What follows belongs to an exercise in optimizing a design on an open flow for small area; a production flow would make more cautious choices. In this exercise RTL edits were held to simulation tests only and were not proved equivalent to the original. Power and IR drop assume default switching activity.

==> flow/design.v <==
module fb_mel_rom ( 
    x0, x1, x2, x3, x4, x5, x6, x7,
    z0, z1, z2, z3  );
  input  x0, x1, x2, x3, x4, x5, x6, x7;
  output z0, z1, z2, z3;
  wire new_n13, new_n14, new_n15, new_n16, new_n17, new_n18, new_n19,
    new_n20, new_n21, new_n22, new_n23, new_n24, new_n25, new_n26, new_n27,
    new_n28, new_n29, new_n30, new_n31, new_n32, new_n33, new_n34, new_n35,
    new_n36, new_n37, new_n38, new_n39, new_n40, new_n41, new_n42, new_n43,
    new_n44, new_n45, new_n46, new_n47, new_n48, new_n49, new_n50, new_n51,
    new_n52, new_n53, new_n54, new_n55, new_n56, new_n57, new_n58, new_n59,
    new_n60, new_n61, new_n62, new_n63, new_n64, new_n65, new_n66, new_n67,
    new_n68, new_n69, new_n70, new_n71, new_n72, new_n73, new_n74, new_n75,
    new_n76, new_n77, new_n78, new_n79, new_n80, new_n81, new_n82, new_n83,
    new_n84, new_n85, new_n86, new_n87, new_n88, new_n89, new_n90, new_n91,
    new_n92, new_n93, new_n94, new_n95, new_n96, new_n97, new_n98, new_n99,
    new_n100, new_n101, new_n102, new_n103, new_n104, new_n105, new_n106,
    new_n107, new_n108, new_n109, new_n110, new_n111, new_n112, new_n113,
    new_n114, new_n115, new_n116, new_n117, new_n118, new_n119, new_n120,
    new_n121, new_n122, new_n123, new_n124, new_n125, new_n126, new_n127,
    new_n128, new_n129, new_n130, new_n131, new_n132, new_n133, new_n134,
    new_n135, new_n136, new_n137, new_n138, new_n139, new_n140, new_n141,
    new_n142, new_n143, new_n144, new_n145, new_n146, new_n147, new_n148,
    new_n149, new_n150, new_n151, new_n152, new_n153, new_n154, new_n155,
    new_n156, new_n157, new_n158, new_n159, new_n160, new_n161, new_n162,
    new_n163, new_n164, new_n165, new_n166, new_n167, new_n168, new_n169,
    new_n170, new_n171, new_n172, new_n173, new_n174, new_n175, new_n176,
    new_n177, new_n178, new_n179, new_n180, new_n181, new_n182, new_n183,
    new_n184, new_n185, new_n186, new_n187, new_n188, new_n189, new_n190,
    new_n191, new_n192, new_n193, new_n194, new_n195, new_n196, new_n197,
    new_n198, new_n199, new_n200, new_n201, new_n202, new_n203, new_n204,
    new_n205, new_n206, new_n207, new_n208, new_n209, new_n210, new_n211,
    new_n212, new_n213, new_n214, new_n215, new_n216, new_n217, new_n218,
    new_n219, new_n220, new_n221, new_n222, new_n223, new_n224, new_n225,
    new_n226, new_n227, new_n228, new_n229, new_n230, new_n231, new_n232,
    new_n233, new_n234, new_n235, new_n236, new_n237, new_n238, new_n239,
    new_n240, new_n241, new_n242, new_n243, new_n244, new_n245, new_n246,
    new_n247, new_n248, new_n249, new_n250, new_n251, new_n252, new_n253,
    new_n254, new_n255, new_n256, new_n257, new_n258, new_n259, new_n260,
    new_n261, new_n262, new_n263, new_n264, new_n265, new_n266, new_n267,
    new_n268, new_n269, new_n270, new_n271, new_n272, new_n273, new_n274,
    new_n275, new_n276, new_n277, new_n278, new_n279, new_n280, new_n281,
    new_n282, new_n283, new_n284, new_n285, new_n286, new_n287, new_n288,
    new_n289, new_n290, new_n291, new_n292, new_n293, new_n294, new_n295,
    new_n296, new_n297, new_n298, new_n299, new_n300, new_n301, new_n302,
    new_n303, new_n304, new_n305, new_n306, new_n307, new_n308, new_n309,
    new_n310, new_n311, new_n312, new_n313, new_n314, new_n315, new_n316,
    new_n317, new_n318, new_n319, new_n320, new_n321, new_n322, new_n323,
    new_n324, new_n325, new_n326, new_n327, new_n328, new_n329, new_n330,
    new_n331, new_n332, new_n333, new_n334, new_n335, new_n336, new_n337,
    new_n338, new_n339, new_n340, new_n341, new_n342, new_n343, new_n344,
    new_n345, new_n346, new_n347, new_n348, new_n349, new_n350, new_n351,
    new_n352, new_n353, new_n354, new_n355, new_n356, new_n357, new_n358,
    new_n359, new_n360, new_n361, new_n362, new_n363, new_n364, new_n365,
    new_n366, new_n367, new_n368, new_n369, new_n370, new_n371, new_n372,
    new_n373, new_n374, new_n375, new_n376, new_n377, new_n378, new_n379,
    new_n380, new_n381, new_n382, new_n383, new_n384, new_n385, new_n386,
    new_n387, new_n388, new_n389, new_n390, new_n391, new_n392, new_n393,
    new_n394, new_n395, new_n396, new_n397, new_n398, new_n399, new_n400,
    new_n401, new_n402, new_n403, new_n404, new_n405, new_n406, new_n407,
    new_n408, new_n409, new_n410, new_n411, new_n412, new_n413, new_n414,
    new_n415, new_n416, new_n417, new_n418, new_n419, new_n420, new_n421,
    new_n422, new_n423, new_n424, new_n425, new_n426, new_n427, new_n428,
    new_n429, new_n430, new_n431, new_n432, new_n433, new_n434, new_n435,
    new_n436, new_n437, new_n438, new_n439, new_n440, new_n441, new_n442,
    new_n443, new_n444, new_n445, new_n446, new_n447, new_n448, new_n449,
    new_n450, new_n451, new_n452, new_n453, new_n454, new_n455, new_n456,
    new_n457, new_n458, new_n459, new_n460, new_n461, new_n462, new_n463,
    new_n464, new_n465, new_n466, new_n467, new_n468, new_n469, new_n470,
    new_n471, new_n472, new_n473, new_n474, new_n475, new_n476, new_n477,
    new_n478, new_n479, new_n480, new_n481, new_n482, new_n483, new_n484,
    new_n485, new_n486, new_n487, new_n488, new_n489, new_n490, new_n491,
    new_n492, new_n493, new_n494, new_n495, new_n496, new_n497, new_n498,
    new_n499, new_n500, new_n501, new_n502, new_n503, new_n504, new_n505,
    new_n506, new_n507, new_n508, new_n509, new_n510, new_n511, new_n512,
    new_n513, new_n514, new_n515, new_n516, new_n517, new_n518, new_n519,
    new_n520, new_n521, new_n522, new_n523, new_n524, new_n525, new_n526,
    new_n527, new_n528, new_n529, new_n530, new_n531, new_n533, new_n534,
    new_n535, new_n536, new_n537, new_n538, new_n539, new_n540, new_n542,
    new_n543, new_n544, new_n545, new_n546, new_n547, new_n548, new_n549,
    new_n550, new_n551, new_n552, new_n553, new_n554, new_n555, new_n556,
    new_n557, new_n558, new_n559, new_n560, new_n561, new_n562, new_n563,
    new_n564, new_n565, new_n566, new_n567, new_n568, new_n569, new_n570;
  assign new_n13 = ~x0 & x1;
  assign new_n14 = x4 & x7;
  assign new_n15 = x3 & new_n14;
  assign new_n16 = x3 & x7;
  assign new_n17 = x4 & new_n16;
  assign new_n18 = x5 & new_n517;
  assign new_n19 = x2 & x3;
  assign new_n20 = ~x4 & ~x7;
  assign new_n21 = ~x5 & ~x6;
  assign new_n22 = new_n20 & new_n21;
  assign new_n23 = ~new_n19 & new_n22;
  assign new_n24 = ~new_n19 & new_n20;
  assign new_n25 = new_n21 & new_n24;
  assign new_n26 = ~new_n19 & new_n21;
  assign new_n27 = new_n20 & new_n26;
  assign new_n28 = ~new_n18 & ~new_n518;
  assign new_n29 = new_n13 & ~new_n28;
  assign new_n30 = x0 & ~x1;
  assign new_n31 = x4 & new_n30;
  assign new_n32 = x2 & ~x3;
  assign new_n33 = x5 & new_n32;
  assign new_n34 = x5 & x6;
  assign new_n35 = ~x3 & new_n34;
  assign new_n36 = ~new_n33 & ~new_n35;
  assign new_n37 = new_n31 & ~new_n36;
  assign new_n38 = x5 & new_n31;
  assign new_n39 = ~x2 & ~x6;
  assign new_n40 = ~x3 & ~new_n39;
  assign new_n41 = new_n38 & new_n40;
  assign new_n42 = x4 & new_n19;
  assign new_n43 = ~new_n30 & new_n42;
  assign new_n44 = new_n34 & new_n43;
  assign new_n45 = ~new_n30 & new_n34;
  assign new_n46 = new_n42 & new_n45;
  assign new_n47 = ~x2 & ~x3;
  assign new_n48 = ~x4 & new_n47;
  assign new_n49 = x0 & x1;
  assign new_n50 = new_n21 & ~new_n49;
  assign new_n51 = ~x0 & ~x1;
  assign new_n52 = ~new_n34 & new_n51;
  assign new_n53 = ~new_n50 & ~new_n52;
  assign new_n54 = new_n48 & ~new_n53;
  assign new_n55 = ~new_n50 & ~new_n51;
  assign new_n56 = ~new_n34 & new_n48;
  assign new_n57 = ~new_n55 & new_n56;
  assign new_n58 = ~new_n21 & ~new_n51;
  assign new_n59 = ~new_n34 & ~new_n49;
  assign new_n60 = new_n48 & new_n59;
  assign new_n61 = ~new_n58 & new_n60;
  assign new_n62 = ~new_n520 & ~new_n521;
  assign new_n63 = ~new_n519 & new_n62;
  assign new_n64 = new_n20 & new_n47;
  assign new_n65 = ~x2 & new_n20;
  assign new_n66 = ~x3 & new_n65;
  assign new_n67 = ~x0 & new_n34;
  assign new_n68 = ~x1 & x6;
  assign new_n69 = ~new_n67 & ~new_n68;
  assign new_n70 = new_n522 & ~new_n69;
  assign new_n71 = x5 & ~x6;
  assign new_n72 = ~x4 & x7;
  assign new_n73 = new_n71 & new_n72;
  assign new_n74 = new_n20 & new_n34;
  assign new_n75 = ~new_n73 & ~new_n74;
  assign new_n76 = x3 & ~new_n75;
  assign new_n77 = x0 & new_n76;
  assign new_n78 = x0 & x3;
  assign new_n79 = ~new_n75 & new_n78;
  assign new_n80 = ~new_n70 & ~new_n523;
  assign new_n81 = new_n13 & new_n34;
  assign new_n82 = x1 & x5;
  assign new_n83 = x6 & new_n82;
  assign new_n84 = x1 & new_n34;
  assign new_n85 = ~x0 & new_n524;
  assign new_n86 = ~x5 & x6;
  assign new_n87 = ~new_n71 & ~new_n86;
  assign new_n88 = new_n49 & ~new_n87;
  assign new_n89 = ~new_n525 & ~new_n88;
  assign new_n90 = new_n19 & ~new_n89;
  assign new_n91 = ~x4 & new_n30;
  assign new_n92 = x2 & new_n34;
  assign new_n93 = x3 & ~new_n34;
  assign new_n94 = ~new_n92 & ~new_n93;
  assign new_n95 = new_n91 & ~new_n94;
  assign new_n96 = ~x2 & new_n34;
  assign new_n97 = ~x3 & ~new_n34;
  assign new_n98 = new_n91 & ~new_n97;
  assign new_n99 = ~new_n96 & new_n98;
  assign new_n100 = new_n91 & ~new_n96;
  assign new_n101 = ~new_n97 & new_n100;
  assign new_n102 = ~new_n90 & ~new_n526;
  assign new_n103 = new_n80 & new_n102;
  assign new_n104 = new_n63 & new_n103;
  assign new_n105 = x0 & new_n19;
  assign new_n106 = new_n86 & new_n105;
  assign new_n107 = ~x7 & new_n106;
  assign new_n108 = ~x7 & new_n30;
  assign new_n109 = x2 & new_n108;
  assign new_n110 = new_n21 & new_n109;
  assign new_n111 = ~new_n107 & ~new_n110;
  assign new_n112 = x2 & new_n30;
  assign new_n113 = new_n21 & new_n112;
  assign new_n114 = ~new_n106 & ~new_n113;
  assign new_n115 = ~x7 & ~new_n114;
  assign new_n116 = new_n13 & new_n71;
  assign new_n117 = x4 & ~x7;
  assign new_n118 = new_n116 & new_n117;
  assign new_n119 = ~x2 & new_n118;
  assign new_n120 = ~x2 & new_n117;
  assign new_n121 = new_n116 & new_n120;
  assign new_n122 = ~new_n527 & ~new_n528;
  assign new_n123 = ~x2 & x4;
  assign new_n124 = new_n116 & new_n123;
  assign new_n125 = new_n114 & ~new_n124;
  assign new_n126 = ~x7 & ~new_n125;
  assign new_n127 = x7 & new_n47;
  assign new_n128 = x4 & ~new_n47;
  assign new_n129 = ~new_n127 & ~new_n128;
  assign new_n130 = new_n525 & ~new_n129;
  assign new_n131 = new_n30 & new_n73;
  assign new_n132 = ~new_n130 & ~new_n131;
  assign new_n133 = new_n19 & new_n21;
  assign new_n134 = new_n32 & new_n71;
  assign new_n135 = ~new_n133 & ~new_n134;
  assign new_n136 = x0 & new_n14;
  assign new_n137 = ~new_n135 & new_n136;
  assign new_n138 = new_n30 & new_n32;
  assign new_n139 = ~x3 & new_n112;
  assign new_n140 = new_n14 & new_n530;
  assign new_n141 = x6 & new_n140;
  assign new_n142 = x6 & new_n14;
  assign new_n143 = new_n530 & new_n142;
  assign new_n144 = ~new_n137 & ~new_n531;
  assign new_n145 = new_n132 & new_n144;
  assign new_n146 = ~new_n529 & new_n145;
  assign new_n147 = new_n104 & new_n146;
  assign new_n148 = ~new_n29 & new_n147;
  assign new_n149 = ~new_n29 & ~new_n531;
  assign new_n150 = ~new_n527 & ~new_n131;
  assign new_n151 = ~new_n90 & new_n150;
  assign new_n152 = new_n149 & new_n151;
  assign new_n153 = ~new_n521 & ~new_n526;
  assign new_n154 = ~new_n520 & ~new_n528;
  assign new_n155 = ~new_n519 & new_n154;
  assign new_n156 = ~new_n130 & ~new_n137;
  assign new_n157 = new_n80 & new_n156;
  assign new_n158 = new_n155 & new_n157;
  assign new_n159 = new_n153 & new_n158;
  assign new_n160 = new_n152 & new_n159;
  assign new_n161 = ~new_n520 & ~new_n131;
  assign new_n162 = ~new_n130 & new_n161;
  assign new_n163 = ~new_n29 & new_n162;
  assign new_n164 = ~new_n90 & new_n163;
  assign new_n165 = ~new_n70 & ~new_n526;
  assign new_n166 = ~new_n519 & new_n165;
  assign new_n167 = ~new_n523 & ~new_n137;
  assign new_n168 = ~new_n521 & ~new_n531;
  assign new_n169 = new_n167 & new_n168;
  assign new_n170 = new_n166 & new_n169;
  assign new_n171 = ~new_n529 & new_n170;
  assign new_n172 = new_n164 & new_n171;
  assign new_n173 = x7 & new_n42;
  assign new_n174 = new_n14 & new_n19;
  assign new_n175 = new_n116 & new_n533;
  assign new_n176 = ~x3 & new_n30;
  assign new_n177 = new_n73 & new_n176;
  assign new_n178 = ~x3 & new_n131;
  assign new_n179 = new_n21 & new_n117;
  assign new_n180 = x4 & new_n21;
  assign new_n181 = x4 & ~x5;
  assign new_n182 = ~x6 & new_n181;
  assign new_n183 = ~x7 & new_n535;
  assign new_n184 = new_n530 & new_n536;
  assign new_n185 = ~new_n534 & ~new_n184;
  assign new_n186 = ~new_n175 & new_n185;
  assign new_n187 = new_n31 & new_n47;
  assign new_n188 = new_n34 & new_n187;
  assign new_n189 = new_n34 & new_n47;
  assign new_n190 = new_n31 & new_n189;
  assign new_n191 = new_n65 & ~new_n71;
  assign new_n192 = new_n30 & new_n191;
  assign new_n193 = ~x2 & new_n30;
  assign new_n194 = new_n20 & new_n193;
  assign new_n195 = ~new_n71 & new_n194;
  assign new_n196 = new_n20 & ~new_n71;
  assign new_n197 = new_n193 & new_n196;
  assign new_n198 = ~new_n537 & ~new_n538;
  assign new_n199 = new_n32 & new_n34;
  assign new_n200 = ~x2 & x3;
  assign new_n201 = ~new_n34 & new_n200;
  assign new_n202 = ~new_n199 & ~new_n201;
  assign new_n203 = new_n91 & ~new_n202;
  assign new_n204 = ~new_n19 & ~new_n96;
  assign new_n205 = new_n98 & new_n204;
  assign new_n206 = ~new_n19 & new_n526;
  assign new_n207 = x2 & new_n117;
  assign new_n208 = new_n14 & ~new_n19;
  assign new_n209 = ~new_n207 & ~new_n208;
  assign new_n210 = ~x4 & new_n19;
  assign new_n211 = ~new_n48 & ~new_n210;
  assign new_n212 = new_n209 & new_n211;
  assign new_n213 = ~new_n14 & ~new_n19;
  assign new_n214 = ~new_n42 & ~new_n213;
  assign new_n215 = ~new_n48 & ~new_n207;
  assign new_n216 = ~new_n214 & new_n215;
  assign new_n217 = new_n525 & ~new_n540;
  assign new_n218 = ~new_n539 & ~new_n217;
  assign new_n219 = new_n198 & new_n218;
  assign new_n220 = new_n186 & new_n219;
  assign new_n221 = ~new_n184 & ~new_n537;
  assign new_n222 = ~new_n538 & ~new_n539;
  assign new_n223 = new_n221 & new_n222;
  assign new_n224 = x7 & new_n116;
  assign new_n225 = new_n42 & new_n224;
  assign new_n226 = ~new_n534 & ~new_n225;
  assign new_n227 = ~new_n217 & new_n226;
  assign new_n228 = new_n223 & new_n227;
  assign new_n229 = ~new_n534 & new_n198;
  assign new_n230 = ~new_n184 & ~new_n225;
  assign new_n231 = new_n229 & new_n230;
  assign new_n232 = new_n218 & new_n231;
  assign new_n233 = new_n14 & new_n176;
  assign new_n234 = new_n72 & new_n105;
  assign new_n235 = new_n32 & new_n136;
  assign new_n236 = ~new_n234 & ~new_n235;
  assign new_n237 = ~new_n233 & new_n236;
  assign new_n238 = x1 & ~x2;
  assign new_n239 = ~x3 & new_n136;
  assign new_n240 = x0 & ~x3;
  assign new_n241 = new_n14 & new_n240;
  assign new_n242 = ~new_n238 & new_n542;
  assign new_n243 = ~new_n234 & ~new_n242;
  assign new_n244 = new_n21 & ~new_n543;
  assign new_n245 = ~x5 & new_n47;
  assign new_n246 = new_n108 & new_n245;
  assign new_n247 = ~new_n244 & ~new_n246;
  assign new_n248 = ~x1 & new_n32;
  assign new_n249 = ~new_n112 & ~new_n248;
  assign new_n250 = new_n71 & ~new_n249;
  assign new_n251 = ~x5 & new_n49;
  assign new_n252 = x0 & new_n21;
  assign new_n253 = ~new_n251 & ~new_n252;
  assign new_n254 = x0 & ~x5;
  assign new_n255 = ~new_n68 & new_n254;
  assign new_n256 = ~x3 & new_n544;
  assign new_n257 = ~x5 & ~new_n68;
  assign new_n258 = new_n240 & new_n257;
  assign new_n259 = ~new_n250 & ~new_n545;
  assign new_n260 = new_n20 & ~new_n259;
  assign new_n261 = x0 & new_n34;
  assign new_n262 = ~new_n49 & ~new_n261;
  assign new_n263 = new_n48 & ~new_n262;
  assign new_n264 = ~x1 & ~new_n34;
  assign new_n265 = new_n48 & ~new_n264;
  assign new_n266 = x0 & new_n265;
  assign new_n267 = x0 & new_n48;
  assign new_n268 = ~new_n264 & new_n267;
  assign new_n269 = ~new_n260 & ~new_n546;
  assign new_n270 = new_n247 & new_n269;
  assign new_n271 = new_n117 & new_n251;
  assign new_n272 = ~x5 & new_n117;
  assign new_n273 = new_n49 & new_n272;
  assign new_n274 = x1 & ~x5;
  assign new_n275 = x0 & new_n117;
  assign new_n276 = new_n274 & new_n275;
  assign new_n277 = ~new_n224 & ~new_n547;
  assign new_n278 = new_n31 & new_n71;
  assign new_n279 = x1 & new_n21;
  assign new_n280 = ~x6 & new_n274;
  assign new_n281 = ~new_n524 & ~new_n548;
  assign new_n282 = new_n14 & ~new_n281;
  assign new_n283 = x1 & new_n14;
  assign new_n284 = new_n87 & new_n283;
  assign new_n285 = ~new_n278 & ~new_n549;
  assign new_n286 = new_n277 & new_n285;
  assign new_n287 = ~new_n224 & ~new_n278;
  assign new_n288 = ~new_n547 & ~new_n549;
  assign new_n289 = new_n287 & new_n288;
  assign new_n290 = new_n200 & ~new_n550;
  assign new_n291 = new_n14 & new_n71;
  assign new_n292 = ~x4 & new_n21;
  assign new_n293 = ~x4 & ~x5;
  assign new_n294 = ~x6 & new_n293;
  assign new_n295 = ~new_n291 & ~new_n551;
  assign new_n296 = x2 & new_n49;
  assign new_n297 = ~new_n295 & new_n296;
  assign new_n298 = ~new_n290 & ~new_n297;
  assign new_n299 = ~x0 & new_n517;
  assign new_n300 = x7 & new_n19;
  assign new_n301 = ~new_n14 & ~new_n300;
  assign new_n302 = new_n13 & ~new_n301;
  assign new_n303 = ~x4 & ~new_n19;
  assign new_n304 = new_n13 & ~new_n303;
  assign new_n305 = x7 & new_n304;
  assign new_n306 = x7 & new_n13;
  assign new_n307 = ~new_n303 & new_n306;
  assign new_n308 = ~new_n299 & ~new_n552;
  assign new_n309 = new_n86 & ~new_n308;
  assign new_n310 = ~x0 & new_n32;
  assign new_n311 = new_n73 & new_n310;
  assign new_n312 = ~new_n309 & ~new_n311;
  assign new_n313 = new_n298 & new_n312;
  assign new_n314 = new_n270 & new_n313;
  assign new_n315 = ~x4 & new_n86;
  assign new_n316 = x6 & new_n293;
  assign new_n317 = ~new_n535 & ~new_n553;
  assign new_n318 = new_n51 & ~new_n317;
  assign new_n319 = ~x1 & new_n72;
  assign new_n320 = ~new_n51 & new_n117;
  assign new_n321 = ~new_n319 & ~new_n320;
  assign new_n322 = new_n86 & ~new_n321;
  assign new_n323 = ~new_n318 & ~new_n322;
  assign new_n324 = new_n32 & ~new_n323;
  assign new_n325 = new_n42 & new_n116;
  assign new_n326 = ~new_n324 & ~new_n325;
  assign new_n327 = x4 & new_n86;
  assign new_n328 = x6 & new_n181;
  assign new_n329 = ~x2 & new_n554;
  assign new_n330 = x5 & new_n533;
  assign new_n331 = x5 & new_n19;
  assign new_n332 = new_n14 & new_n331;
  assign new_n333 = ~new_n329 & ~new_n555;
  assign new_n334 = new_n51 & ~new_n333;
  assign new_n335 = ~new_n16 & new_n525;
  assign new_n336 = ~new_n334 & ~new_n335;
  assign new_n337 = new_n326 & new_n336;
  assign new_n338 = ~new_n49 & ~new_n283;
  assign new_n339 = new_n71 & ~new_n338;
  assign new_n340 = new_n13 & new_n536;
  assign new_n341 = ~new_n339 & ~new_n340;
  assign new_n342 = new_n47 & ~new_n341;
  assign new_n343 = ~x1 & new_n21;
  assign new_n344 = ~new_n82 & ~new_n343;
  assign new_n345 = ~x1 & ~new_n21;
  assign new_n346 = ~new_n274 & ~new_n345;
  assign new_n347 = new_n522 & new_n556;
  assign new_n348 = ~new_n342 & ~new_n347;
  assign new_n349 = ~new_n14 & new_n548;
  assign new_n350 = new_n30 & new_n553;
  assign new_n351 = new_n86 & new_n91;
  assign new_n352 = ~new_n72 & ~new_n117;
  assign new_n353 = new_n524 & ~new_n352;
  assign new_n354 = ~new_n557 & ~new_n353;
  assign new_n355 = ~new_n349 & new_n354;
  assign new_n356 = ~new_n349 & ~new_n557;
  assign new_n357 = ~new_n353 & new_n356;
  assign new_n358 = ~new_n20 & new_n524;
  assign new_n359 = ~new_n548 & ~new_n358;
  assign new_n360 = ~new_n14 & ~new_n359;
  assign new_n361 = ~new_n557 & ~new_n360;
  assign new_n362 = new_n19 & ~new_n558;
  assign new_n363 = x0 & new_n16;
  assign new_n364 = new_n524 & new_n363;
  assign new_n365 = new_n34 & new_n49;
  assign new_n366 = new_n16 & new_n365;
  assign new_n367 = new_n30 & ~new_n75;
  assign new_n368 = ~x2 & new_n367;
  assign new_n369 = ~new_n75 & new_n193;
  assign new_n370 = ~new_n559 & ~new_n560;
  assign new_n371 = ~new_n362 & new_n370;
  assign new_n372 = new_n348 & new_n371;
  assign new_n373 = new_n337 & new_n372;
  assign new_n374 = new_n314 & new_n373;
  assign new_n375 = ~new_n546 & ~new_n335;
  assign new_n376 = ~new_n334 & new_n375;
  assign new_n377 = ~new_n244 & ~new_n260;
  assign new_n378 = new_n376 & new_n377;
  assign new_n379 = ~new_n324 & ~new_n342;
  assign new_n380 = ~new_n309 & ~new_n362;
  assign new_n381 = new_n379 & new_n380;
  assign new_n382 = ~new_n246 & ~new_n311;
  assign new_n383 = ~new_n325 & ~new_n559;
  assign new_n384 = new_n382 & new_n383;
  assign new_n385 = ~new_n246 & ~new_n559;
  assign new_n386 = ~new_n311 & ~new_n325;
  assign new_n387 = new_n385 & new_n386;
  assign new_n388 = ~new_n297 & ~new_n560;
  assign new_n389 = ~new_n347 & new_n388;
  assign new_n390 = ~new_n290 & new_n389;
  assign new_n391 = new_n561 & new_n390;
  assign new_n392 = new_n381 & new_n391;
  assign new_n393 = new_n378 & new_n392;
  assign new_n394 = ~new_n260 & ~new_n290;
  assign new_n395 = new_n379 & new_n394;
  assign new_n396 = ~new_n309 & ~new_n334;
  assign new_n397 = ~new_n244 & new_n396;
  assign new_n398 = ~new_n297 & ~new_n347;
  assign new_n399 = ~new_n335 & new_n398;
  assign new_n400 = ~new_n546 & ~new_n560;
  assign new_n401 = new_n561 & new_n400;
  assign new_n402 = new_n399 & new_n401;
  assign new_n403 = new_n397 & new_n402;
  assign new_n404 = ~new_n362 & new_n403;
  assign new_n405 = new_n395 & new_n404;
  assign new_n406 = x2 & new_n14;
  assign new_n407 = ~new_n65 & ~new_n406;
  assign new_n408 = new_n548 & ~new_n407;
  assign new_n409 = ~x3 & new_n86;
  assign new_n410 = ~new_n47 & ~new_n409;
  assign new_n411 = new_n136 & ~new_n410;
  assign new_n412 = x2 & ~new_n86;
  assign new_n413 = new_n542 & ~new_n412;
  assign new_n414 = ~new_n51 & new_n71;
  assign new_n415 = ~new_n67 & ~new_n414;
  assign new_n416 = new_n517 & ~new_n415;
  assign new_n417 = ~new_n563 & ~new_n416;
  assign new_n418 = ~new_n408 & new_n417;
  assign new_n419 = ~x6 & new_n108;
  assign new_n420 = ~new_n91 & ~new_n419;
  assign new_n421 = x3 & ~new_n420;
  assign new_n422 = new_n296 & new_n554;
  assign new_n423 = x5 & ~x7;
  assign new_n424 = new_n87 & ~new_n423;
  assign new_n425 = new_n47 & ~new_n424;
  assign new_n426 = x7 & new_n34;
  assign new_n427 = ~new_n21 & new_n47;
  assign new_n428 = ~new_n426 & new_n427;
  assign new_n429 = new_n71 & new_n207;
  assign new_n430 = ~x5 & new_n65;
  assign new_n431 = ~new_n429 & ~new_n430;
  assign new_n432 = ~new_n564 & new_n431;
  assign new_n433 = ~new_n564 & ~new_n430;
  assign new_n434 = ~new_n429 & new_n433;
  assign new_n435 = x0 & ~new_n565;
  assign new_n436 = ~new_n422 & ~new_n435;
  assign new_n437 = ~new_n421 & new_n436;
  assign new_n438 = new_n418 & new_n437;
  assign new_n439 = ~new_n42 & ~new_n127;
  assign new_n440 = new_n524 & ~new_n439;
  assign new_n441 = new_n51 & new_n245;
  assign new_n442 = new_n13 & new_n293;
  assign new_n443 = ~new_n525 & ~new_n442;
  assign new_n444 = ~new_n34 & ~new_n293;
  assign new_n445 = new_n13 & ~new_n444;
  assign new_n446 = x2 & new_n566;
  assign new_n447 = ~new_n441 & ~new_n446;
  assign new_n448 = ~new_n440 & new_n447;
  assign new_n449 = new_n34 & new_n117;
  assign new_n450 = ~x1 & ~new_n293;
  assign new_n451 = ~new_n449 & ~new_n450;
  assign new_n452 = new_n200 & ~new_n451;
  assign new_n453 = ~new_n49 & ~new_n51;
  assign new_n454 = ~new_n13 & ~new_n30;
  assign new_n455 = ~x5 & new_n567;
  assign new_n456 = x4 & new_n455;
  assign new_n457 = new_n181 & new_n567;
  assign new_n458 = x6 & new_n72;
  assign new_n459 = ~x4 & x5;
  assign new_n460 = ~new_n458 & ~new_n459;
  assign new_n461 = x1 & ~new_n460;
  assign new_n462 = x1 & ~x4;
  assign new_n463 = x6 & x7;
  assign new_n464 = ~x5 & ~new_n463;
  assign new_n465 = new_n462 & ~new_n464;
  assign new_n466 = ~x5 & ~x7;
  assign new_n467 = ~new_n21 & new_n462;
  assign new_n468 = ~new_n466 & new_n467;
  assign new_n469 = ~new_n38 & ~new_n569;
  assign new_n470 = ~new_n568 & new_n469;
  assign new_n471 = ~x3 & ~new_n470;
  assign new_n472 = ~new_n452 & ~new_n471;
  assign new_n473 = new_n49 & new_n551;
  assign new_n474 = ~x2 & new_n473;
  assign new_n475 = new_n39 & new_n293;
  assign new_n476 = new_n49 & new_n475;
  assign new_n477 = new_n39 & new_n49;
  assign new_n478 = new_n293 & new_n477;
  assign new_n479 = x4 & new_n310;
  assign new_n480 = ~new_n522 & ~new_n479;
  assign new_n481 = ~x6 & ~new_n480;
  assign new_n482 = ~new_n570 & ~new_n481;
  assign new_n483 = new_n472 & new_n482;
  assign new_n484 = new_n448 & new_n483;
  assign new_n485 = new_n438 & new_n484;
  assign new_n486 = ~new_n440 & ~new_n452;
  assign new_n487 = ~new_n435 & new_n486;
  assign new_n488 = ~new_n421 & new_n487;
  assign new_n489 = ~new_n563 & ~new_n441;
  assign new_n490 = ~new_n422 & ~new_n570;
  assign new_n491 = ~new_n408 & new_n490;
  assign new_n492 = new_n489 & new_n491;
  assign new_n493 = ~new_n481 & new_n492;
  assign new_n494 = ~new_n416 & ~new_n446;
  assign new_n495 = ~new_n471 & new_n494;
  assign new_n496 = new_n493 & new_n495;
  assign new_n497 = new_n488 & new_n496;
  assign new_n498 = x2 & new_n13;
  assign new_n499 = ~new_n570 & ~new_n498;
  assign new_n500 = ~new_n444 & ~new_n499;
  assign new_n501 = ~new_n422 & ~new_n441;
  assign new_n502 = ~new_n563 & new_n501;
  assign new_n503 = ~new_n481 & new_n502;
  assign new_n504 = ~new_n500 & new_n503;
  assign new_n505 = ~x3 & ~new_n38;
  assign new_n506 = ~new_n568 & ~new_n569;
  assign new_n507 = new_n505 & new_n506;
  assign new_n508 = x3 & ~new_n91;
  assign new_n509 = ~new_n419 & new_n508;
  assign new_n510 = ~new_n507 & ~new_n509;
  assign new_n511 = ~new_n416 & ~new_n440;
  assign new_n512 = ~new_n408 & ~new_n452;
  assign new_n513 = new_n511 & new_n512;
  assign new_n514 = ~new_n435 & new_n513;
  assign new_n515 = ~new_n510 & new_n514;
  assign new_n516 = new_n504 & new_n515;
  assign new_n517 = new_n17 | new_n15;
  assign new_n518 = new_n23 | new_n27 | new_n25;
  assign new_n519 = new_n41 | new_n37;
  assign new_n520 = new_n46 | new_n44;
  assign new_n521 = new_n54 | new_n61 | new_n57;
  assign new_n522 = new_n66 | new_n64;
  assign new_n523 = new_n79 | new_n77;
  assign new_n524 = new_n84 | new_n83;
  assign new_n525 = new_n85 | new_n81;
  assign new_n526 = new_n95 | new_n101 | new_n99;
  assign new_n527 = new_n115 | ~new_n111;
  assign new_n528 = new_n121 | new_n119;
  assign new_n529 = new_n126 | ~new_n122;
  assign new_n530 = new_n139 | new_n138;
  assign new_n531 = new_n143 | new_n141;
  assign z0 = new_n148 | new_n172 | new_n160;
  assign new_n533 = new_n174 | new_n173;
  assign new_n534 = new_n178 | new_n177;
  assign new_n535 = new_n182 | new_n180;
  assign new_n536 = new_n183 | new_n179;
  assign new_n537 = new_n190 | new_n188;
  assign new_n538 = new_n192 | new_n197 | new_n195;
  assign new_n539 = new_n203 | new_n206 | new_n205;
  assign new_n540 = new_n216 | new_n212;
  assign z1 = new_n220 | new_n232 | new_n228;
  assign new_n542 = new_n241 | new_n239;
  assign new_n543 = new_n243 | new_n237;
  assign new_n544 = new_n255 | ~new_n253;
  assign new_n545 = new_n258 | new_n256;
  assign new_n546 = new_n263 | new_n268 | new_n266;
  assign new_n547 = new_n271 | new_n276 | new_n273;
  assign new_n548 = new_n280 | new_n279;
  assign new_n549 = new_n284 | new_n282;
  assign new_n550 = new_n289 | new_n286;
  assign new_n551 = new_n294 | new_n292;
  assign new_n552 = new_n302 | new_n307 | new_n305;
  assign new_n553 = new_n316 | new_n315;
  assign new_n554 = new_n328 | new_n327;
  assign new_n555 = new_n332 | new_n330;
  assign new_n556 = new_n346 | ~new_n344;
  assign new_n557 = new_n351 | new_n350;
  assign new_n558 = new_n355 | new_n361 | new_n357;
  assign new_n559 = new_n366 | new_n364;
  assign new_n560 = new_n369 | new_n368;
  assign new_n561 = new_n387 | new_n384;
  assign new_n562 = new_n374 | new_n405 | new_n393;
  assign new_n563 = new_n413 | new_n411;
  assign new_n564 = new_n428 | new_n425;
  assign new_n565 = new_n434 | new_n432;
  assign new_n566 = new_n445 | ~new_n443;
  assign new_n567 = new_n454 | ~new_n453;
  assign new_n568 = new_n457 | new_n456;
  assign new_n569 = new_n461 | new_n468 | new_n465;
  assign new_n570 = new_n474 | new_n478 | new_n476;
  assign z3 = new_n485 | new_n516 | new_n497;
  assign z2 = ~new_n562;
endmodule
module fb_tone_rom ( 
    x0, x1, x2, x3,
    z00, z01, z02, z03, z04, z05, z06, z07, z08, z09, z10, z11, z12, z13,
    z14, z15, z16  );
  input  x0, x1, x2, x3;
  output z00, z01, z02, z03, z04, z05, z06, z07, z08, z09, z10, z11, z12, z13,
    z14, z15, z16;
  wire new_n22, new_n23, new_n24, new_n25, new_n26, new_n27, new_n28,
    new_n29, new_n30, new_n31, new_n32, new_n33, new_n34, new_n35, new_n36,
    new_n37, new_n38, new_n39, new_n40, new_n41, new_n42, new_n43, new_n44,
    new_n45, new_n46, new_n47, new_n48, new_n49, new_n50, new_n51, new_n52,
    new_n53, new_n54, new_n55, new_n56, new_n57, new_n58, new_n59, new_n60,
    new_n61, new_n62, new_n63, new_n64, new_n65, new_n66, new_n67, new_n68,
    new_n69, new_n70, new_n71, new_n72, new_n73, new_n74, new_n75, new_n76,
    new_n77, new_n78, new_n79, new_n80, new_n81, new_n82, new_n83, new_n84,
    new_n85, new_n86, new_n87, new_n88, new_n89, new_n90, new_n91, new_n92,
    new_n93, new_n94, new_n95, new_n96, new_n97, new_n98, new_n99,
    new_n100, new_n101, new_n102, new_n103, new_n104, new_n105, new_n106,
    new_n107, new_n108, new_n109, new_n110, new_n111, new_n112, new_n113,
    new_n114, new_n115, new_n116, new_n117, new_n118, new_n119, new_n120,
    new_n121, new_n122, new_n123, new_n125, new_n127, new_n128;
  assign new_n22 = ~x0 & x2;
  assign new_n23 = ~x3 & new_n22;
  assign new_n24 = ~x0 & ~x3;
  assign new_n25 = x2 & new_n24;
  assign new_n26 = ~x1 & new_n112;
  assign new_n27 = x0 & x1;
  assign new_n28 = x2 & new_n27;
  assign new_n29 = ~new_n26 & ~new_n28;
  assign new_n30 = ~x0 & x1;
  assign new_n31 = ~x1 & ~new_n24;
  assign new_n32 = x2 & ~new_n31;
  assign new_n33 = x1 & x2;
  assign new_n34 = ~new_n112 & ~new_n33;
  assign new_n35 = ~new_n30 & ~new_n113;
  assign new_n36 = ~x0 & ~x2;
  assign new_n37 = x3 & new_n36;
  assign new_n38 = ~x2 & x3;
  assign new_n39 = ~x0 & new_n38;
  assign new_n40 = ~x2 & ~x3;
  assign new_n41 = x2 & x3;
  assign new_n42 = ~new_n40 & ~new_n41;
  assign new_n43 = x1 & ~new_n42;
  assign new_n44 = ~new_n115 & ~new_n43;
  assign new_n45 = ~new_n114 & new_n44;
  assign new_n46 = new_n27 & new_n41;
  assign new_n47 = x3 & new_n28;
  assign new_n48 = ~x0 & new_n42;
  assign new_n49 = x1 & new_n40;
  assign new_n50 = ~new_n48 & ~new_n49;
  assign new_n51 = ~new_n116 & new_n50;
  assign new_n52 = ~new_n116 & ~new_n48;
  assign new_n53 = ~new_n49 & new_n52;
  assign new_n54 = ~x0 & x3;
  assign new_n55 = new_n43 & ~new_n54;
  assign new_n56 = ~new_n48 & ~new_n55;
  assign new_n57 = ~x1 & new_n48;
  assign new_n58 = new_n27 & ~new_n41;
  assign new_n59 = ~new_n57 & ~new_n58;
  assign new_n60 = x1 & new_n22;
  assign new_n61 = ~new_n112 & ~new_n60;
  assign new_n62 = ~x1 & x3;
  assign new_n63 = new_n22 & ~new_n62;
  assign new_n64 = new_n27 & new_n40;
  assign new_n65 = ~x3 & new_n27;
  assign new_n66 = ~x2 & new_n65;
  assign new_n67 = ~new_n118 & ~new_n119;
  assign new_n68 = x1 & x3;
  assign new_n69 = new_n36 & new_n68;
  assign new_n70 = x1 & new_n115;
  assign new_n71 = new_n30 & new_n38;
  assign new_n72 = ~new_n112 & ~new_n120;
  assign new_n73 = ~new_n116 & new_n72;
  assign new_n74 = x1 & new_n41;
  assign new_n75 = x2 & new_n68;
  assign new_n76 = ~x1 & new_n115;
  assign new_n77 = ~new_n112 & ~new_n76;
  assign new_n78 = x1 & ~x3;
  assign new_n79 = ~new_n65 & new_n78;
  assign new_n80 = ~x0 & new_n78;
  assign new_n81 = new_n77 & ~new_n122;
  assign new_n82 = ~new_n121 & new_n81;
  assign new_n83 = ~new_n24 & ~new_n41;
  assign new_n84 = x1 & ~new_n83;
  assign new_n85 = new_n77 & ~new_n84;
  assign new_n86 = ~new_n26 & ~new_n121;
  assign new_n87 = ~new_n65 & new_n86;
  assign new_n88 = new_n113 & ~new_n65;
  assign new_n89 = ~new_n122 & ~new_n88;
  assign new_n90 = ~new_n43 & new_n77;
  assign new_n91 = ~x2 & new_n68;
  assign new_n92 = ~new_n48 & ~new_n91;
  assign new_n93 = x0 & new_n91;
  assign new_n94 = ~x2 & new_n27;
  assign new_n95 = x3 & new_n94;
  assign new_n96 = ~new_n118 & ~new_n125;
  assign new_n97 = new_n27 & ~new_n42;
  assign new_n98 = new_n72 & ~new_n97;
  assign new_n99 = ~new_n26 & ~new_n120;
  assign new_n100 = x1 & ~new_n120;
  assign new_n101 = ~new_n72 & ~new_n100;
  assign new_n102 = ~new_n112 & ~new_n65;
  assign new_n103 = ~x0 & new_n68;
  assign new_n104 = ~new_n33 & ~new_n103;
  assign new_n105 = new_n102 & new_n104;
  assign new_n106 = new_n88 & ~new_n103;
  assign new_n107 = ~new_n114 & ~new_n91;
  assign new_n108 = ~new_n48 & ~new_n68;
  assign new_n109 = ~new_n94 & new_n108;
  assign new_n110 = ~new_n68 & ~new_n94;
  assign new_n111 = ~new_n48 & new_n110;
  assign new_n112 = new_n25 | new_n23;
  assign new_n113 = new_n34 | ~new_n32;
  assign new_n114 = new_n35 | ~new_n29;
  assign new_n115 = new_n39 | new_n37;
  assign new_n116 = new_n47 | new_n46;
  assign new_n117 = new_n51 | new_n56 | new_n53;
  assign new_n118 = new_n63 | ~new_n61;
  assign new_n119 = new_n66 | new_n64;
  assign new_n120 = new_n69 | new_n71 | new_n70;
  assign new_n121 = new_n75 | new_n74;
  assign new_n122 = new_n80 | new_n79;
  assign new_n123 = new_n85 | new_n82;
  assign z07 = new_n89 | ~new_n87;
  assign new_n125 = new_n95 | new_n93;
  assign z13 = new_n101 | ~new_n99;
  assign new_n127 = new_n106 | new_n105;
  assign new_n128 = new_n111 | new_n109;
  assign z00 = ~new_n45;
  assign z01 = ~new_n117;
  assign z02 = ~new_n59;
  assign z03 = ~new_n67;
  assign z04 = ~new_n67;
  assign z05 = ~new_n73;
  assign z06 = ~new_n123;
  assign z08 = ~new_n90;
  assign z09 = ~new_n92;
  assign z10 = ~new_n96;
  assign z11 = ~new_n59;
  assign z12 = ~new_n98;
  assign z14 = ~new_n127;
  assign z15 = ~new_n107;
  assign z16 = ~new_n128;
endmodule
module flappybird(
  input  clk_100,
  input  rst,
  input  up,
  input  start,
  input  button,
  output wire audio,
  output wire [2:0] r,
  output wire [2:0] g,
  output wire [1:0] b,
  output wire hs,
  output wire vs,
  output wire [6:0] seven_seg,
  output wire [7:0] seg_select
);
  reg [11:0] m;
  always @(posedge clk_100)
    if (rst) m <= 12'd2;
    else     m <= m + 1'b1;
  wire ce     = (m[1:0] == 2'd3);         
  wire flyclk = (m[6:0] == 7'd63);        
  wire sjclk  = (m[2:0] == 3'd3);         
  wire diffck = (m == 12'd2047);          
  wire sclk_rise = (m[7:0] == 8'h81);     
  reg [4:0] hh;
  reg [9:0] vc;
  reg vsen;
  wire [9:0] hc = {hh, m[6:2]};
  wire hwrap = (hh == 5'd24) && (m[6:0] == 7'h7f);    
  always @(posedge clk_100)
    if (rst) begin
      hh <= 5'd0;
      vsen <= 1'b0;
      vc <= 10'd0;
    end else if (ce) begin
      if (m[6:2] == 5'd31) hh <= hwrap ? 5'd0 : hh + 1'b1;
      vsen <= hwrap;
      if (vsen) vc <= (vc == 10'd520) ? 10'd0 : vc + 1'b1;
    end
  assign hs = (hh >= 5'd3);               
  assign vs = (vc >= 10'd2);
  wire videoen = (hc >= 10'd144) && (hc < 10'd784) && (vc >= 10'd31) && (vc < 10'd511);
  reg [9:0] ub;         
  reg       firstup, strtgame;
  reg [9:0] rb;         
  reg [8:0] gap_hi;     
  wire [9:0] gap = {gap_hi, 1'b0};
  reg [2:0] spd;        
  reg [8:0] rnd_hi;     
  reg       success, first;
  wire bird_low  = (ub >= 10'd479) && (ub <= 10'd992);    
  wire [9:0] tv_ = ((m[1:0] == 2'd2) ? ub : vc) - gap;
  reg coll_geom;                                         
  always @(posedge clk_100)
    if (m[6:0] == 7'd62) coll_geom <= (tv_ > 10'd119) && (ub < 10'd993);
  wire in_pipe   = (rb >= 10'd201) && (rb <= 10'd280);    
  always @(posedge clk_100)
    if (rst) rnd_hi <= 9'd75;
    else if (sjclk) begin
      if (m[3]) rnd_hi <= rnd_hi + 1'b1;
      else if (rnd_hi == 9'd200) rnd_hi <= 9'd17;
    end
  always @(posedge clk_100)
    if (rst) spd <= 3'd0;
    else if (diffck && spd != 3'd7) spd <= spd + 1'b1;
  always @(posedge clk_100)
    if (rst) begin
      strtgame <= 1'b0;
      firstup <= 1'b1;
      ub <= 10'd150;
    end else if (flyclk) begin
      if (up) strtgame <= 1'b1;
      if (!strtgame) ub <= 10'd150;
      else if (up && ub > 10'd31) begin
        if (firstup) begin
          ub <= ub - 10'd80;
          firstup <= 1'b0;
        end else if (!bird_low) ub <= ub + 10'd15;
      end else if (!bird_low) begin
        ub <= ub + 10'd15;
        firstup <= 1'b1;
      end
    end
  always @(posedge clk_100)
    if (rst) begin
      rb <= 10'd850;
      gap_hi <= 9'd25;
    end else if (flyclk) begin
      if (!strtgame) begin
        rb <= 10'd850;
        gap_hi <= 9'd25;
      end else if (rb < 10'd140) begin
        rb <= 10'd850;
        gap_hi <= rnd_hi;
      end else
        rb <= rb - {6'd1, spd};
    end
  wire score = flyclk && in_pipe && !(coll_geom && start) && first && success;
  always @(posedge clk_100)
    if (rst) begin
      success <= 1'b1;
      first <= 1'b1;
    end else if (flyclk) begin
      if (in_pipe) begin
        if (coll_geom && start) success <= 1'b0;
        else if (first && success) first <= 1'b0;
      end else if (bird_low) success <= 1'b0;
      else first <= 1'b1;
    end
  wire [9:0] tb_ = vc - ub - 10'd1;
  wire bird_px = (tb_ < 10'd30) && (hc >= 10'd201) && (hc <= 10'd230);
  wire [9:0] tp_ = rb - hc - 10'd1;
  wire pipe_px = (tp_ <= 10'd48) && (tv_ > 10'd150);
  reg [1:0] col;
  always @(posedge clk_100)
    if (rst) col <= 2'd0;
    else if (ce) begin
      if (!videoen) col <= 2'd0;
      else if (start) begin
        if (!success || bird_px) col <= 2'd1;
        else if (pipe_px) col <= 2'd2;
        else col <= 2'd3;
      end
    end
  wire red = (col == 2'd1), grn = (col == 2'd2), bgc = (col == 2'd3);
  assign r = {3{red}};
  assign g = {grn, grn, col[1]};
  assign b = {2{bgc}};
  reg [3:0] n0, n1, n2, n3;
  always @(posedge clk_100)
    if (rst) begin
      n0 <= 4'd0; n1 <= 4'd0; n2 <= 4'd0; n3 <= 4'd0;
    end else if (score) begin
      if (n0 == 4'd9) begin
        n0 <= 4'd0;
        if (n1 == 4'd9) begin
          n1 <= 4'd0;
          if (n2 == 4'd9) begin
            n2 <= 4'd0;
            n3 <= (n3 == 4'd9) ? 4'd0 : n3 + 1'b1;
          end else n2 <= n2 + 1'b1;
        end else n1 <= n1 + 1'b1;
      end else n0 <= n0 + 1'b1;
    end
  wire [1:0] sh = m[9:8] - {1'b0, (m[7:0] < 8'd130)};
  reg [3:0] dig;        
  wire [1:0] shn = m[9:8];    
  always @(posedge clk_100)
    if (rst) dig <= 4'd15;
    else if (sclk_rise) begin
      case (shn)
        2'd0: dig <= n0;
        2'd1: dig <= n1;
        2'd2: dig <= n2;
        default: dig <= n3;
      endcase
    end
  wire [6:0] seg = (dig == 4'd0) ? 7'b0000001 :
                   (dig == 4'd1) ? 7'b1001111 :
                   (dig == 4'd2) ? 7'b0010010 :
                   (dig == 4'd3) ? 7'b0000110 :
                   (dig == 4'd4) ? 7'b1001100 :
                   (dig == 4'd5) ? 7'b0100100 :
                   (dig == 4'd6) ? 7'b0100000 :
                   (dig == 4'd7) ? 7'b0001111 :
                   (dig == 4'd8) ? 7'b0000000 :
                   (dig == 4'd9) ? 7'b0000100 : 7'b1111111;
  assign seven_seg = seg;
  wire shown = (dig != 4'd15);
  assign seg_select = {4'b1111, ~(shown && sh == 2'd3), ~(shown && sh == 2'd2),
                       ~(shown && sh == 2'd1), ~(shown && sh == 2'd0)};
  reg [11:0] nc;
  always @(posedge clk_100)
    if (rst) nc <= 12'hfff;
    else if (m[3:0] == 4'd1) nc <= (nc == 12'h4c5) ? 12'hfff : {nc[10:0], nc[11] ^ nc[10]};
  wire tick4 = (m[3:0] == 4'd9) && (nc == 12'h848);
  reg [7:0] nidx;
  localparam [7:0] NIDX_BEG = 8'd151, NIDX_END = 8'd141, NIDX_RST = 8'd149;
  always @(posedge clk_100)
    if (rst) nidx <= NIDX_RST;
    else if (tick4) nidx <= (nidx == NIDX_END) ? NIDX_BEG : nidx + 1'b1;
  wire [3:0] ncode;
  wire [16:0] nload;
fb_mel_rom mel_rom(nidx[7], nidx[6], nidx[5], nidx[4], nidx[3], nidx[2], nidx[1], nidx[0],
                     ncode[3], ncode[2], ncode[1], ncode[0]);
  fb_tone_rom tone_rom(ncode[3], ncode[2], ncode[1], ncode[0],
                       nload[16], nload[15], nload[14], nload[13], nload[12], nload[11], nload[10], nload[9], nload[8], nload[7],
                       nload[6], nload[5], nload[4], nload[3], nload[2], nload[1], nload[0]);
  reg [16:0] tc;
  reg audiof;
  always @(posedge clk_100)
    if (rst) begin
      tc <= 17'h1fff8;
      audiof <= 1'b0;
    end else if (tc == 17'h1fe0c) begin
      tc <= nload;
      audiof <= ~audiof;
    end else
      tc <= {tc[15:0], tc[16] ^ tc[13]};
  assign audio = button ? audiof : 1'b1;
endmodule
==> flow/flow/run.sh <==
#!/bin/bash
# Standard ORFS layout with three changes to how it is made:
#  - synthesis maps the logic for area: an area-oriented ABC script (flow/abc_*.script) replaces
#    ABC's speed script, and no half/full-adder cells are mapped (ADDER_MAP_FILE empty). The
#    synthesis script, the flip-flop mapping and hence the registers (names, cell types) are the
#    standard ones. Synthesis is run with scripts a and b (c if both fail) and the one with the
#    smaller cell area is kept; each attempt's output is in synth_<x>.log.
#  - port buffers are buf_1 cells (every input and output port still gets its buffer);
#  - the clock tree uses clkbuf_8 cells and no dummy loads.
set -uo pipefail
rm -rf myscripts
cp -r "$FLOW_HOME/scripts" myscripts
STAT=orfs/reports/sky130hd/flappybird/base/synth_stat.txt
best=""; best_area=""
for x in a b c; do
  if [[ $x == c && -n $best ]]; then break; fi
  rm -rf orfs
  cp flow/abc_$x.script myscripts/abc_speed.script
  if bash standard.sh SCRIPTS_DIR="$PWD/myscripts" ADDER_MAP_FILE= synth > synth_$x.log 2>&1 && [[ -f $STAT ]]; then
    area=$(awk '/Chip area for module/ {print $NF}' $STAT | tail -1)
    echo "synthesis $x: area $area" >> synth_choice.log
    if [[ -z $best ]] || awk "BEGIN {exit !($area < $best_area)}"; then
      rm -rf orfs_best; mv orfs orfs_best; best=$x; best_area=$area
    fi
  else
    echo "synthesis $x: failed" >> synth_choice.log
  fi
done
[[ -n $best ]] || exit 1
echo "kept $best" >> synth_choice.log
rm -rf orfs; mv orfs_best orfs
set -e
bash standard.sh "BUFFER_PORTS_ARGS=-buffer_cell sky130_fd_sc_hd__buf_1" \
  "CTS_ARGS=-sink_clustering_enable -repair_clock_nets -dont_use_dummy_load -buf_list sky130_fd_sc_hd__clkbuf_8" \
  > layout.log 2>&1
==> flow/flow/abc_a.script <==
strash
dc2
&get -n
&deepsyn -T 150
&put
dch -f
amap
mfs3 -a -e
topo
==> flow/flow/abc_b.script <==
strash
dc2
&get -n
&deepsyn -T 150
&put
dch -f
amap
topo
==> flow/flow/abc_c.script <==
strash
dc2
dch -f
amap
topo
==> flow/standard.sh <==
#!/bin/bash
# synth_recipe.tcl (not shown) runs the flow's synth.tcl, then flattens the netlist and writes it again
# the make line also repeats each setting of config.mk as NAME=value (left out here)
make -C /OpenROAD-flow-scripts/flow DESIGN_CONFIG=/design/flow/config.mk WORK_HOME=/design/flow/orfs CLKGATE_MAP_FILE= SYNTH_SCRIPT=/design/flow/synth_recipe.tcl "${@:-finish}"
==> flow/config.mk <==
export PLATFORM = sky130hd
export DESIGN_NAME = flappybird
export DESIGN_NICKNAME = flappybird
export VERILOG_FILES = /design/flow/design.v
export SDC_FILE = /design/flow/constraint.sdc
export NUM_CORES = 4
export LEC_CHECK = 0
export CAP_MARGIN = 20
export CORE_MARGIN = 2
export CORE_UTILIZATION = 60
export PLACE_DENSITY = 0.75
export SLEW_MARGIN = 20
==> flow/constraint.sdc <==
create_clock -name core_clock -period 10.0 [get_ports {clk_100}]
set_input_delay 2.0000 -clock core_clock [delete_from_list [all_inputs] [get_ports {clk_100}]]
set_output_delay 2.0000 -clock core_clock [all_outputs]
set_load 0.01 [all_outputs]
==> results of run 1 <==
## kinds of logic (layout without fill, tap and decap cells)
family                    after synthesis  count (layout)  share of synthesized area
AOI/OAI and AO/OA                     292             292                      0.274
other                                   1               4                   0.000529
xor gates and xnor gates                2               2                    0.00247
buffers and inverters                 138             174                     0.0794
DFF                                   134             134                      0.380
and+or+nand+nor                       429             429                      0.264
## per-layer routing
layer | global-route usage | vias up | share of wire
met5 | 0 | - | 0
li1 | - | 3614 | -
met3 | 0.0739 | 37 | 0.076
met4 | 0.114 | 0 | 0.021
met2 | 0.463 | 306 | 0.44
met1 | 0.392 | 3269 | 0.46
## flip-flops by register name (all words and copies together), names as in the netlist, 5 cells and up
signal / count
nidx: 8
vc: 10
gap_hi: 9
rnd_hi: 9
rb: 10
m: 12
ub: 10
nc: 12
hh: 5
tc: 17
## critical path: stages (launching register included)
cell	delay (ps)
dfxtp_1	600
clkinv_1	370
nor2_1	320
clkinv_1	150
a32oi_1	250
nor2_1	100
a31o_1	200
o2111ai_1	190
a221oi_1	120
o41ai_2	520
clkinv_1	180
o22ai_1	370
a31oi_1	190
o22a_1	240
o21ai_0	250
o221ai_1	200
or2_0	260
## path summary, 6_finish.rpt
path                        start               end  slack, ps  cells after the start
max reg2reg  nidx[4]$_SDFFE_PP1P_  tc[5]$_SDFF_PP1_       5380                     16
max          nidx[4]$_SDFFE_PP1P_  tc[5]$_SDFF_PP1_       5380                     16
min reg2reg      tc[7]$_SDFF_PP1_  tc[8]$_SDFF_PP1_        410                      1
min              tc[7]$_SDFF_PP1_  tc[8]$_SDFF_PP1_        410                      1
## metrics by stage
step / total power [mW] / instances
global route: 0.946 / 1178
finish: 0.915 / 1178
CTS: 0.919 / 1178
global placement: 0.597 / 1161
detailed placement: 0.597 / 1161
floorplan: 0.583 / 999
## cell type report
cell class / instances / area (µm²)
Multi-Input combinational cell: 727 / 3850
Tap cell: 143 / 179
Fill cell: 1033 / 3900
Sequential cell: 134 / 2690
Inverter: 126 / 473
Clock buffer: 17 / 234
Timing Repair Buffer: 31 / 136
## report_power, final
part           leakage [nW]  internal (mW)  switching (mW)
clock network         0.122          0.149           0.180
registers              1.08          0.537         0.00256
logic                  1.29         0.0147          0.0319
## synthesized netlist by cell type, types with 4 or more instances
cell type / instances / area, µm²
a32oi_1: 5 / 43.8
a2111oi_0: 4 / 35.0
nand3_1: 20 / 100
o21a_1: 15 / 113
o211ai_1: 7 / 52.6
o21ai_0: 72 / 360
o221ai_1: 8 / 70.1
a211oi_1: 29 / 218
a221oi_1: 5 / 43.8
a31oi_1: 15 / 93.8
clkinv_1: 126 / 473
nor2_1: 222 / 833
o22ai_1: 28 / 175
nor2b_1: 14 / 87.6
dfxtp_1: 133 / 2660
nand4_1: 4 / 25.0
nor3_1: 46 / 230
a22oi_1: 6 / 45.0
o22a_1: 18 / 158
or3_1: 4 / 25.0
buf_4: 12 / 90.1
nor4_1: 13 / 81.3
a21oi_1: 46 / 230
nand2b_1: 6 / 37.5
nand2_1: 75 / 282
o41ai_1: 4 / 35.0
or2_0: 12 / 75.1
==> impl_metrics.ini, run 1 <==
[sta]
finalClockSkew_ps = 24.2
post-route-period-util = 0.462
slew_viol_final = 0
min_period_ps = 4620
rsz0062_at_grt = no
finalSetupTns_ps = 0
setup_violations = 0
slew_headroom = 0.447
layout_setup_ws_ps = 5380
tightestPinTransition_ps = 819
hold_slack_ps = 408
clock.fmax_mhz = 217
final_hold_viol_count = 0

[setup_path]
crit_fanout = 12
cp.required_ps = 10330
crit_arrival_ps = 4950
crit_path_end_kind = flip-flop
start_kind = flip-flop
critical_path_class = reg2reg

[die]
die_x_um = 113
row_count = 39
initial_core_util = 0.618
die_height_um = 113
core_area_mm2 = 0.0115
dieArea_mm2 = 0.0127
io-pin-count = 31

[cts]
clock-root-buffer = clkbuf_8
cts_hold_buf = 0
cts_buffers = 17
cts_setup_buffers = 0
cts_tree = done
cts.sinks = 134
post_cts_resized = 0
clk_pin_slew_ps = 70
clockBufferDepth = 2
clock_latency_ps = 450
htreeDepth = 4

[global_routing]
globalRouteTotalUtil = 0.294
grt_max_degree = 45
grt_pass1_vias = 6520
antenna_found_initial = 0
grt_overflow = 0
grt_pass1_wl_um = 30400

[cells_and_area]
finalInstanceArea_mm2 = 0.00757
drive_gt1_frac = 0.0232
nNetsFinal = 1042
insertedDiodeCount = 0
post-route-util = 0.660
area_delta_synth_final_pct = 6.74
layout.cells.most_common = nor2_1
layout_common_cells = nor2_1, dfxtp_1, clkinv_1

[placement]
dp_slack_ps = 5250
gp_congestion = 1.08
place_hpwl_um = 13400
numPortBuffers = 26
dpl_cell_area_mm2 = 0.00733

[drt]
drtIter0Drc = 565
num_vias = 7226
viasPerCell = 6.13
drt_pass1_iterations = 5
drt_drc_violations_left = 0
wl_per_cell_um = 15.3
wl_um = 18000
ant_nets = 0

[hold_path]
hp-class = reg2reg

[power_and_ir_drop]
power-per-cell-area_mw_per_mm2 = 121
vdd_drop_max_mv = 0.131
p_leak_nw = 2.50

[logic_synthesis]
synth.distinct_cells = 55
yosys_warnings = 1
netlist_area_mm2 = 0.00709
synth_edf_count = 1
netlist_instances = 996
ys.flop_type = dfxtp_1
ys_seq_area_frac = 0.380
syn_avg_cell_area_um2 = 7.12
synthArstFlopShare = 0
ys_seq_elements = 134

[flow_run]
cap_violations = 0

[run_status]
outcome = complete, no violations
==> run 2: changes to the inputs <==
==> flow/flow/run.sh (replaced) <==
#!/bin/bash
set -uo pipefail
rm -rf myscripts
cp -r "$FLOW_HOME/scripts" myscripts
STAT=orfs/reports/sky130hd/flappybird/base/synth_stat.txt
best=""; best_area=""
for x in a b c; do
  if [[ $x == c && -n $best ]]; then break; fi
  rm -rf orfs
  cp flow/abc_$x.script myscripts/abc_speed.script
  if bash standard.sh SCRIPTS_DIR="$PWD/myscripts" ADDER_MAP_FILE= synth > synth_$x.log 2>&1 && [[ -f $STAT ]]; then
    area=$(awk '/Chip area for module/ {print $NF}' $STAT | tail -1)
    echo "synthesis $x: area $area" >> synth_choice.log
    if [[ -z $best ]] || awk "BEGIN {exit !($area < $best_area)}"; then
      rm -rf orfs_best; mv orfs orfs_best; best=$x; best_area=$area
    fi
  else
    echo "synthesis $x: failed" >> synth_choice.log
  fi
done
[[ -n $best ]] || exit 1
echo "kept $best" >> synth_choice.log
rm -rf orfs; mv orfs_best orfs
set -e
CTS="-sink_clustering_enable -repair_clock_nets -dont_use_dummy_load -buf_list"
bash standard.sh "BUFFER_PORTS_ARGS=-buffer_cell sky130_fd_sc_hd__buf_1" \
  "CTS_ARGS=$CTS sky130_fd_sc_hd__clkbuf_4" > layout.log 2>&1
R=orfs/results/sky130hd/flappybird/base
slew=$(SLEW_ODB=$R/6_final.odb SLEW_SDC=$R/6_final.sdc SLEW_SPEF=$R/6_final.spef \
  SLEW_LIB="$FLOW_HOME/platforms/sky130hd/lib/sky130_fd_sc_hd__tt_025C_1v80.lib" \
  openroad -no_init -exit flow/clkslew.tcl 2>&1 | tee slew.log | awk '/^CLK_PIN_SLEW_MAX/ {print $2}') || true
echo "clkbuf_4 clock tree: clock-pin slew ${slew:-unknown} ns" >> cts_choice.log
if [[ -z $slew ]] || awk "BEGIN {exit !($slew > 0.124)}"; then
  echo "redoing the clock tree with clkbuf_8" >> cts_choice.log
  bash standard.sh clean_cts clean_route clean_finish > clean.log 2>&1
  rm -f out/final.def
  bash standard.sh "BUFFER_PORTS_ARGS=-buffer_cell sky130_fd_sc_hd__buf_1" \
    "CTS_ARGS=$CTS sky130_fd_sc_hd__clkbuf_8" > layout_clkbuf_8.log 2>&1
fi
==> flow/flow/clkslew.tcl (new file) <==
# Largest slew at a flip-flop clock pin (either edge, early or late), in ns, on the routed layout.
read_db $::env(SLEW_ODB)
read_liberty $::env(SLEW_LIB)
read_sdc $::env(SLEW_SDC)
read_spef $::env(SLEW_SPEF)
set_propagated_clock [all_clocks]
set worst 0
foreach pin [get_pins -hierarchical */CLK] {
  foreach a {max min} { foreach e {rise fall} {
    set s [get_property $pin slew_${a}_$e]
    if {[string is double -strict $s] && $s > $worst} { set worst $s }
  } }
}
puts "CLK_PIN_SLEW_MAX $worst"
==> run 2 against run 1 <==
Effect of this change: register-to-register slack got worse by 280 ps; power is 10% lower; die area up 0.90%; combinational power down 2%.
==> impl_metrics.ini, run 2 <==
[setup_path]
max_stage_delay_ps = 640
start_kind = flip-flop
crit_arrival_ps = 5270
cp.required_ps = 10380
critical_path_class = reg2reg
rr_startpoint = nidx[4]$_SDFFE_PP1P_
startpoint = nidx[4]$_SDFFE_PP1P_
crit_path_end_kind = flip-flop
critical_path_buf_inv_count = 3
critPathTopFamily = compound AO/OA/AOI/OAI gates
path_cells = clkinv_1 -> nor2_1 -> clkinv_1 -> a32oi_1 -> nor2_1 -> a31o_1 -> o2111ai_1 -> a221oi_1 -> o41ai_1 -> clkinv_1 -> o22ai_1 -> a31oi_1 -> o22a_1 -> o21ai_0 -> o221ai_1 -> or2_0
critPathSlowestCell = o41ai_1
worst_path_most_repeated_cell = clkinv_1
crit_fanout = 12

[logic_synthesis]
synth.most_common_cell = nor2_1
synthArstFlopShare = 0
ys_seq_elements = 134
ys.flop_type = dfxtp_1
netlist_area_mm2 = 0.00716
netlist_instances = 1009
syn_avg_cell_area_um2 = 7.09
synth.distinct_cells = 55
ys_seq_area_frac = 0.376
synth_edf_count = 1
yosys.area.top_type = dfxtp_1
synth_top_area_share = 0.372
yosys_warnings = 1
yosys-top-cells-count = nor2_1, clkinv_1, dfxtp_1
synth_area_leaders = dfxtp_1, nor2_1, clkinv_1, o21ai_0, nand2_1

[die]
core_area_mm2 = 0.0115
die_height_um = 113
initial_core_util = 0.622
io-pin-count = 31
die_x_um = 113
row_count = 39
dieArea_mm2 = 0.0128

[cells_and_area]
reg_top3 = tc (17), m (12), nc (12)
layout_common_cells = nor2_1, clkinv_1, dfxtp_1
finalNonFillerCells = 1189
drive_gt1_frac = 0.0201
largest_reg_flops = 17
nNetsFinal = 1053
area_delta_synth_final_pct = 4.88
insertedDiodeCount = 0
fillers = 1067
layout.cells.most_common = nor2_1
regMostFlops = tc

[placement]
dp_slack_ps = 5280
gp_congestion = 0.999
place_hpwl_um = 13500
dpl.cell_count = 1172
numPortBuffers = 26

[global_routing]
grt_overflow = 0
grt_pass1_wl_um = 31200
grt_pass1_vias = 6704
antenna_found_initial = 0
grt_max_degree = 43
globalRouteTotalUtil = 0.295

[power_and_ir_drop]
p_leak_nw = 2.41
vdd_drop_max_mv = 0.0956
power-per-cell-area_mw_per_mm2 = 110

[sta]
finalClockSkew_ps = 36.6
clock.fmax_mhz = 204
finalSetupTns_ps = 0
post-route-period-util = 0.489
setup_violations = 0
slew_viol_final = 0
hold_slack_ps = 448
tightestPinTransition_ps = 943
slew_headroom = 0.355
final_hold_viol_count = 0
layout_setup_ws_ps = 5110
rsz0062_at_grt = no
min_period_ps = 4890

[cts]
cts_hold_buf = 0
clock_latency_ps = 510
htreeDepth = 4
clockBufferDepth = 2
cts_setup_buffers = 0
clk_pin_slew_ps = 100
post_cts_resized = 0
cts.sinks = 134
clock-root-buffer = clkbuf_4
cts_tree = done
cts_buffers = 17

[drt]
drt_drc_violations_left = 0
wl_per_cell_um = 15.2
viasPerCell = 6.17
drt_pass1_iterations = 18
num_vias = 7336
wl_um = 18100
ant_nets = 0
drtIter0Drc = 624

[hold_path]
hp-class = reg2reg
worst_hold_startpoint = tc[3]$_SDFF_PP1_

[run_status]
outcome = complete, no violations

[flow_run]
cap_violations = 0
run 2: changes by cell type after synthesis, moves of 3 or more:
| cell | delta |
|---|---|
| nor4_1 | +3 |
| nand2_1 | -3 |
| clkinv_1 | +17 |
| o21ai_0 | -3 |
| a21oi_1 | -4 |
| nor2b_1 | -5 |
| nor3_1 | +3 |
| nand2b_1 | -5 |
run 2: path summary, 6_finish.rpt:
kind,slack (ps),end,cells after the start
max reg2reg,5110,tc[5]$_SDFF_PP1_,16
min reg2reg,450,tc[4]$_SDFF_PP1_,1
max,5110,tc[5]$_SDFF_PP1_,16
min,450,tc[4]$_SDFF_PP1_,1
run 2: through the flow:
step	util	instance area, µm²	power, mW
6_report	0.652	7510	0.824
5_1_grt	0.652	7510	0.859
4_1_cts	0.652	7510	0.830
3_5_place_dp	0.641	7380	0.596
3_3_place_gp	0.641	7380	0.596
2_1_floorplan	-	7170	0.583
run 2: per-layer routing:
metal | track usage | vias to the layer above | routed length, µm
li1 | - | 3664 | -
met1 | 0.389 | 3326 | 8020
met2 | 0.481 | 303 | 8240
met3 | 0.0712 | 43 | 1350
met4 | 0.0886 | 0 | 449
met5 | 0 | - | 0
run 2: cell type report:
cell class                      instances  area (µm²)  share of cell area
Clock buffer                           17         128              0.0170
Timing Repair Buffer                   29         121              0.0162
Inverter                              143         537              0.0715
Sequential cell                       134        2690               0.359
Multi-Input combinational cell        723        3850               0.513
Tap cell                              143         179              0.0238
run 2: worst reg2reg max path, stage by stage (launching register included):
cell and delay [ps]:
dfxtp_1 600, clkinv_1 390, nor2_1 320, clkinv_1 140, a32oi_1 240, nor2_1 90, a31o_1 200, o2111ai_1 200
a221oi_1 110, o41ai_1 640, clkinv_1 260, o22ai_1 440, a31oi_1 200, o22a_1 240, o21ai_0 260, o221ai_1 170
or2_0 260
run 2: kinds of logic after synthesis:
kind of cell | count (synthesis) | synth area share
simple gates | 424 | 0.258
compound gates | 294 | 0.276
buf+inv | 155 | 0.0876
flops | 134 | 0.376
xor+xnor | 1 | 0.00122
other cells | 1 | 0.000524
run 2: where the power goes:
| group | internal [mW] | leakage, nW | switching [mW] | total, mW |
|---|---|---|---|---|
| clock network | 0.0777 | 0.0782 | 0.162 | 0.239 |
| registers | 0.537 | 1.08 | 0.00260 | 0.539 |
| logic | 0.0138 | 1.25 | 0.0317 | 0.0455 |

afterwards: timing with drivers on the ports:
Ports are ideal in the flow. The routed layouts listed here were re-timed in OpenROAD.
Step 1 assumes that a clkbuf_16 drives the clock port and a buf_2 every other input.
Step 2, shift: input delay + t, output delay - t, t = (earliest + latest rising clock arrival at the registers) / 2. This alone moves slack from input paths to output paths.
a / b / c = ideal ports / drivers / drivers and shift; a / b = the first two.
run	t (ns)	setup slack, ns	pins driven straight from the clock port
run 1	0.477	5.384 / 5.384 / 5.358	1
run 2	0.533	5.108 / 5.108 / 5.108	1
After both steps setup and hold are still met in every run listed. The setup slack of run 1, which loses most, moves by 0.000 ns with the drivers and by -0.026 ns with both steps.
